Background: an optimization exercise with open tools, aiming at small area. Do not read the settings as production practice. In this exercise RTL edits were held to simulation tests only and were not proved equivalent to the original.

== north ==
==> flow/design.v <==
`timescale 1ns / 1ps
module clkdiv(
    input wire clk,
    input wire clr,
    output wire ce25
    );
	reg t;
	always @(posedge clk or posedge clr)
		if (clr)
			t <= 1'b0;
		else
			t <= ~t;
	assign ce25 = ~t;
endmodule
`timescale 1ns / 1ps
module key_ctrl(
    input wire clk,
    input wire ce25,
    input wire clr,
    input wire kbClk,
    input wire kbData,
    output reg [2:0] k1,
    output reg k2f0
    );
	reg [3:0] cfl, dfl;
	reg cF, dF;
	always @(posedge clk or posedge clr)
		if (clr) begin
			cfl <= 4'b0001;
			dfl <= 4'b0001;
			cF <= 1'b1;
			dF <= 1'b1;
		end else if (ce25) begin
			cfl <= {kbClk, cfl[3:1]};
			dfl <= {kbData, dfl[3:1]};
			if (cfl == 4'b1111) cF <= 1'b1;
			else if (cfl == 4'b0000) cF <= 1'b0;
			if (dfl == 4'b1111) dF <= 1'b1;
			else if (dfl == 4'b0000) dF <= 1'b0;
		end
	reg [1:0] fr;
	reg hi;
	reg [3:0] bc;
	reg [7:0] sh;
	always @(posedge clk)
		if (ce25 && fr != 2'd0 && !hi && !cF && bc <= 4'd8)
			sh <= {dF, sh[7:1]};
	reg [2:0] cls;
	always @(*)
		case (sh)
			8'h1D: cls = 3'd1;
			8'h1C: cls = 3'd2;
			8'h1B: cls = 3'd3;
			8'h23: cls = 3'd4;
			8'hE0: cls = 3'd5;
			default: cls = 3'd0;
		endcase
	always @(posedge clk or posedge clr)
		if (clr) begin
			fr <= 2'd0;
			hi <= 1'b0;
			bc <= 4'd0;
			k1 <= 3'd0;
			k2f0 <= 1'b0;
		end else if (ce25) begin
			if (fr == 2'd0) begin
				if (!dF) fr <= 2'd1;
			end else if (hi) begin
				if (cF) begin
					hi <= 1'b0;
					bc <= bc + 4'd1;
				end
			end else if (bc < 4'd11) begin
				if (!cF) hi <= 1'b1;
			end else if (bc == 4'd11) begin
				bc <= 4'd12;
			end else if (bc == 4'd12) begin
				if (fr == 2'd2) begin
					k2f0 <= (sh == 8'hF0);
					bc <= 4'd13;
				end else begin
					if (fr == 2'd1) k1 <= cls;
					fr <= (fr == 2'd1) ? 2'd2 : 2'd1;
					bc <= 4'd0;
				end
			end else begin
				bc <= 4'd0;
				if (k2f0) fr <= 2'd3;
				else if (k1 == 3'd5) fr <= 2'd1;
				else fr <= 2'd2;
			end
		end
endmodule
`timescale 1ns / 1ps
module sev_seg(
    input clock,
    input reset,
    input [3:0] digit3,
    input [3:0] digit2,
    input [3:0] digit1,
    input [3:0] digit0,
    input blank,             
    output [7:0] s,
    output dp,
    output [3:0] an
    );
	reg [15:0] lf;
	reg [1:0] q;
	wire z = ~|lf[14:0];
	wire fb = lf[15] ^ lf[13] ^ lf[12] ^ lf[10] ^ z;
	wire wrap = lf[15] & z;
	always @(posedge clock or posedge reset)
		if (reset) begin
			lf <= 16'd0;
			q <= 2'd0;
		end else begin
			lf <= {lf[14:0], fb};
			if (wrap) q <= q + 2'd1;
		end
	reg [3:0] dg;
	always @(*)
		case (q)
			2'd0: dg = digit0;
			2'd1: dg = digit1;
			2'd2: dg = digit2;
			default: dg = digit3;
		endcase
	wire [3:0] v = blank ? 4'd0 : dg;
	reg [6:0] temp;
	always @(*)
		case (v)
			4'd0 : temp = 7'b1000000;
			4'd1 : temp = 7'b1111001;
			4'd2 : temp = 7'b0100100;
			4'd3 : temp = 7'b0110000;
			4'd4 : temp = 7'b0011001;
			4'd5 : temp = 7'b0010010;
			4'd6 : temp = 7'b0000010;
			4'd7 : temp = 7'b1111000;
			4'd8 : temp = 7'b0000000;
			4'd9 : temp = 7'b0010000;
			default : temp = 7'b0111111;
		endcase
	assign s = {1'b0, temp};
	assign an = ~(4'b0001 << q);
	assign dp = ~(q == 2'd3);
endmodule
`timescale 1ns / 1ps
module top_control(
    input kbClk,
    input kbData,
    input clk,
    input clr,
    output [7:0] seg,
    output [3:0] anode,
    output dec
    );
wire keyCe;
wire [2:0] k1;
wire k2f0;
clkdiv U1 (.clk(clk), .clr(clr), .ce25(keyCe));
key_ctrl U2 (.clk(clk), .ce25(keyCe), .clr(clr), .kbClk(kbClk), .kbData(kbData),
		.k1(k1), .k2f0(k2f0));
	wire kW = (k1 == 3'd1);		 
	wire kA = (k1 == 3'd2);		 
	wire kS = (k1 == 3'd3);		 
	wire kD = (k1 == 3'd4) & k2f0;	 
	localparam [2:0] IDLE = 3'd0, INC = 3'd1, TSTART = 3'd2, RUN = 3'd3, STOP = 3'd4;
	reg [2:0] st, stn;
	always @(*)
		case (st)
			IDLE:    stn = kD ? INC : (kA ? TSTART : IDLE);
			INC:     stn = STOP;
			TSTART:  stn = RUN;
			RUN:     stn = kS ? STOP : RUN;
			default: stn = kA ? RUN : STOP;
		endcase
	always @(posedge clk or posedge clr)
		if (clr)
			st <= IDLE;
		else if (kW)
			st <= IDLE;
		else
			st <= stn;
	wire idle = (st == IDLE);
	wire blank = idle & ~kD;
	wire run = (st == TSTART) | ((st == RUN) & ~kS) | ((st == STOP) & kA);
	localparam [16:0] TEND = 17'd43223;
	reg [16:0] tk;
	wire click = (tk == TEND);
	wire tkeep = ~kW & ~click & ~idle;
	wire tstep = tkeep & run;
	wire thold = tkeep & ~run;
	wire [16:0] tnx = {tk[15:0], ~(tk[16] ^ tk[13])};
	always @(posedge clk)
		tk <= ({17{tstep}} & tnx) | ({17{thold}} & tk);
	function [3:0] bcdnext(input [3:0] d, input ci, input w);
		reg [3:0] t;
		begin
			t[0] = ci;
			t[1] = ci & d[0] & ~d[3];
			t[2] = ci & d[0] & d[1];
			t[3] = ci & d[0] & (d[3] | (d[2] & d[1]));
			bcdnext = (d ^ t) & {4{~w}};
		end
	endfunction
	reg [3:0] c0, c1, c2, c3;
	wire i0 = kD | click;
	wire i1 = i0 & c0[3] & c0[0];
	wire i2 = i1 & c1[3] & c1[0];
	wire i3 = i2 & c2[3] & c2[0];
	wire cw = kW | blank;
	always @(posedge clk) begin
		c0 <= bcdnext(c0, i0, cw);
		c1 <= bcdnext(c1, i1, cw);
		c2 <= bcdnext(c2, i2, cw);
		c3 <= bcdnext(c3, i3, cw);
	end
sev_seg U3 (.clock(clk), .reset(clr), .digit0(c0), .digit1(c1), .digit2(c2), .digit3(c3),
		.blank(blank), .s(seg), .dp(dec), .an(anode));
endmodule
export LEC_CHECK = 0
export CAP_MARGIN = 20
export CORE_MARGIN = 2
export CORE_UTILIZATION = 40
export SLEW_MARGIN = 20
create_clock -name core_clock -period 10.0 [get_ports {clk}]
standard.sh (not shown) runs the stock make flow with config.mk's settings and CLKGATE_MAP_FILE= SYNTH_SCRIPT=/design/flow/synth_recipe.tcl, a recipe that flattens the netlist after the stock synthesis.
==> flow/flow/run.sh <==
#!/bin/bash
# Standard ORFS flow with an area-oriented synthesis: no adder extraction,
# and an ABC script of our own (flow/abc_area.script). Port buffers use buf_1.
set -euo pipefail
W=$(pwd)
rm -rf "$W/scripts_mod"
cp -r "$FLOW_HOME/scripts" "$W/scripts_mod"
cp "$W/flow/abc_area.script" "$W/scripts_mod/abc_area.script"
bash standard.sh ADDER_MAP_FILE= ABC_AREA=1 SCRIPTS_DIR="$W/scripts_mod" \
  "BUFFER_PORTS_ARGS=-buffer_cell sky130_fd_sc_hd__buf_1" "CTS_ARGS=-sink_clustering_enable -repair_clock_nets -dont_use_dummy_load -buf_list {sky130_fd_sc_hd__clkbuf_8} -sink_clustering_size 40 -sink_clustering_max_diameter 200" finish > "$W/flow_make.log" 2>&1
==> flow/flow/abc_area.script <==
&get -n
&st
&deepsyn -T 20
&dch -f
&nf -R 1000
&put
topo
north: flow completed, timing, DRC and antenna clean
Modified inputs, south compared to north
--- a/flow/design.v
+++ b/flow/design.v
@@ -23,19 +23,22 @@
     output reg k2f0
     );
-	reg [3:0] cfl, dfl;
+	reg cv, dv;
+	reg [1:0] cc, dc;
 	reg cF, dF;
 	always @(posedge clk or posedge clr)
 		if (clr) begin
-			cfl <= 4'b0001;
-			dfl <= 4'b0001;
+			cv <= 1'b0;
+			dv <= 1'b0;
+			cc <= 2'd2;
+			dc <= 2'd2;
 			cF <= 1'b1;
 			dF <= 1'b1;
 		end else if (ce25) begin
-			cfl <= {kbClk, cfl[3:1]};
-			dfl <= {kbData, dfl[3:1]};
-			if (cfl == 4'b1111) cF <= 1'b1;
-			else if (cfl == 4'b0000) cF <= 1'b0;
-			if (dfl == 4'b1111) dF <= 1'b1;
-			else if (dfl == 4'b0000) dF <= 1'b0;
+			cv <= kbClk;
+			dv <= kbData;
+			cc <= (kbClk != cv) ? 2'd0 : (cc == 2'd3) ? 2'd3 : cc + 2'd1;
+			dc <= (kbData != dv) ? 2'd0 : (dc == 2'd3) ? 2'd3 : dc + 2'd1;
+			if (cc == 2'd3) cF <= cv;
+			if (dc == 2'd3) dF <= dv;
 		end
 	reg [1:0] fr;
@@ -49,9 +52,9 @@
 	always @(*)
 		case (sh)
-			8'h1D: cls = 3'd1;
-			8'h1C: cls = 3'd2;
-			8'h1B: cls = 3'd3;
-			8'h23: cls = 3'd4;
-			8'hE0: cls = 3'd5;
+			8'h1D: cls = 3'b001;
+			8'h1C: cls = 3'b010;
+			8'h1B: cls = 3'b100;
+			8'h23: cls = 3'b110;
+			8'hE0: cls = 3'b111;
 			default: cls = 3'd0;
 		endcase
@@ -87,5 +90,5 @@
 				bc <= 4'd0;
 				if (k2f0) fr <= 2'd3;
-				else if (k1 == 3'd5) fr <= 2'd1;
+				else if (k1[1] & k1[0]) fr <= 2'd1;	 
 				else fr <= 2'd2;
 			end
@@ -162,9 +165,9 @@
 key_ctrl U2 (.clk(clk), .ce25(keyCe), .clr(clr), .kbClk(kbClk), .kbData(kbData),
 		.k1(k1), .k2f0(k2f0));
-	wire kW = (k1 == 3'd1);		 
-	wire kA = (k1 == 3'd2);		 
-	wire kS = (k1 == 3'd3);		 
-	wire kD = (k1 == 3'd4) & k2f0;	 
-	localparam [2:0] IDLE = 3'd0, INC = 3'd1, TSTART = 3'd2, RUN = 3'd3, STOP = 3'd4;
+	wire kW = k1[0] & ~k1[2];		 
+	wire kA = k1[1] & ~k1[2];		 
+	wire kS = k1[2] & ~k1[1];		 
+	wire kD = k1[2] & k1[1] & ~k1[0] & k2f0;	 
+	localparam [2:0] IDLE = 3'd0, INC = 3'd4, TSTART = 3'd2, RUN = 3'd3, STOP = 3'd1;
 	reg [2:0] st, stn;
 	always @(*)
@@ -174,5 +177,6 @@
 			TSTART:  stn = RUN;
 			RUN:     stn = kS ? STOP : RUN;
-			default: stn = kA ? RUN : STOP;
+			STOP:    stn = kA ? RUN : STOP;
+			default: stn = IDLE;
 		endcase
 	always @(posedge clk or posedge clr)
### Flow results
- south: full flow OK, the timing, design-rule and antenna checks passed
- Every stage of the flow completed for north, and the final layout passed the timing, design-rule and antenna checks.
- From north to south the numbers moved as follows: area fraction in compound gates after synthesis went down, non-clock buffer count in the final layout moved down, area fraction of clock buffers and clock inverters now sits at about the same level.
- Taking north as the reference point, the number of non-clock inverters of south falls by 1.
- On overall die width: south sits below north.
- Compared with north, south shows die area that has gone down by a few percent.
- Looking only at critical path depth, and setting everything else aside, the higher value of north and south goes to south.
- After detailed routing, north needs more wire than south.
- Compared with north, south shows a lower post-route non-filler standard cell count.

re-timing with driven ports:
In the flow no input, the clock included, has a driving cell. The finished layouts below were timed again as built, in two steps.
Step 1 sets driving cells, clkbuf_16 on the clock port and buf_2 on the other inputs (assumed; they add their load-dependent delay and slew).
Step 2 moves the port delays by t, midway between the first and last clock arrival at a register: inputs arrive t later, outputs are due t later. That takes back most of the time a late clock gives input paths.
Slacks: no drivers / after step 1 / after step 2; pairs: no drivers / after step 1.
run | t (ns) | slack for setup (ns) | worst setup path at the end | worst slew at a driven data input, ns
north | 0.372 | 5.630 / 5.598 / 5.970 | register to output | 0.03
south | 0.372 | 5.309 / 5.279 / 5.652 | register to output | 0.03
After both steps every run listed still meets setup and hold.
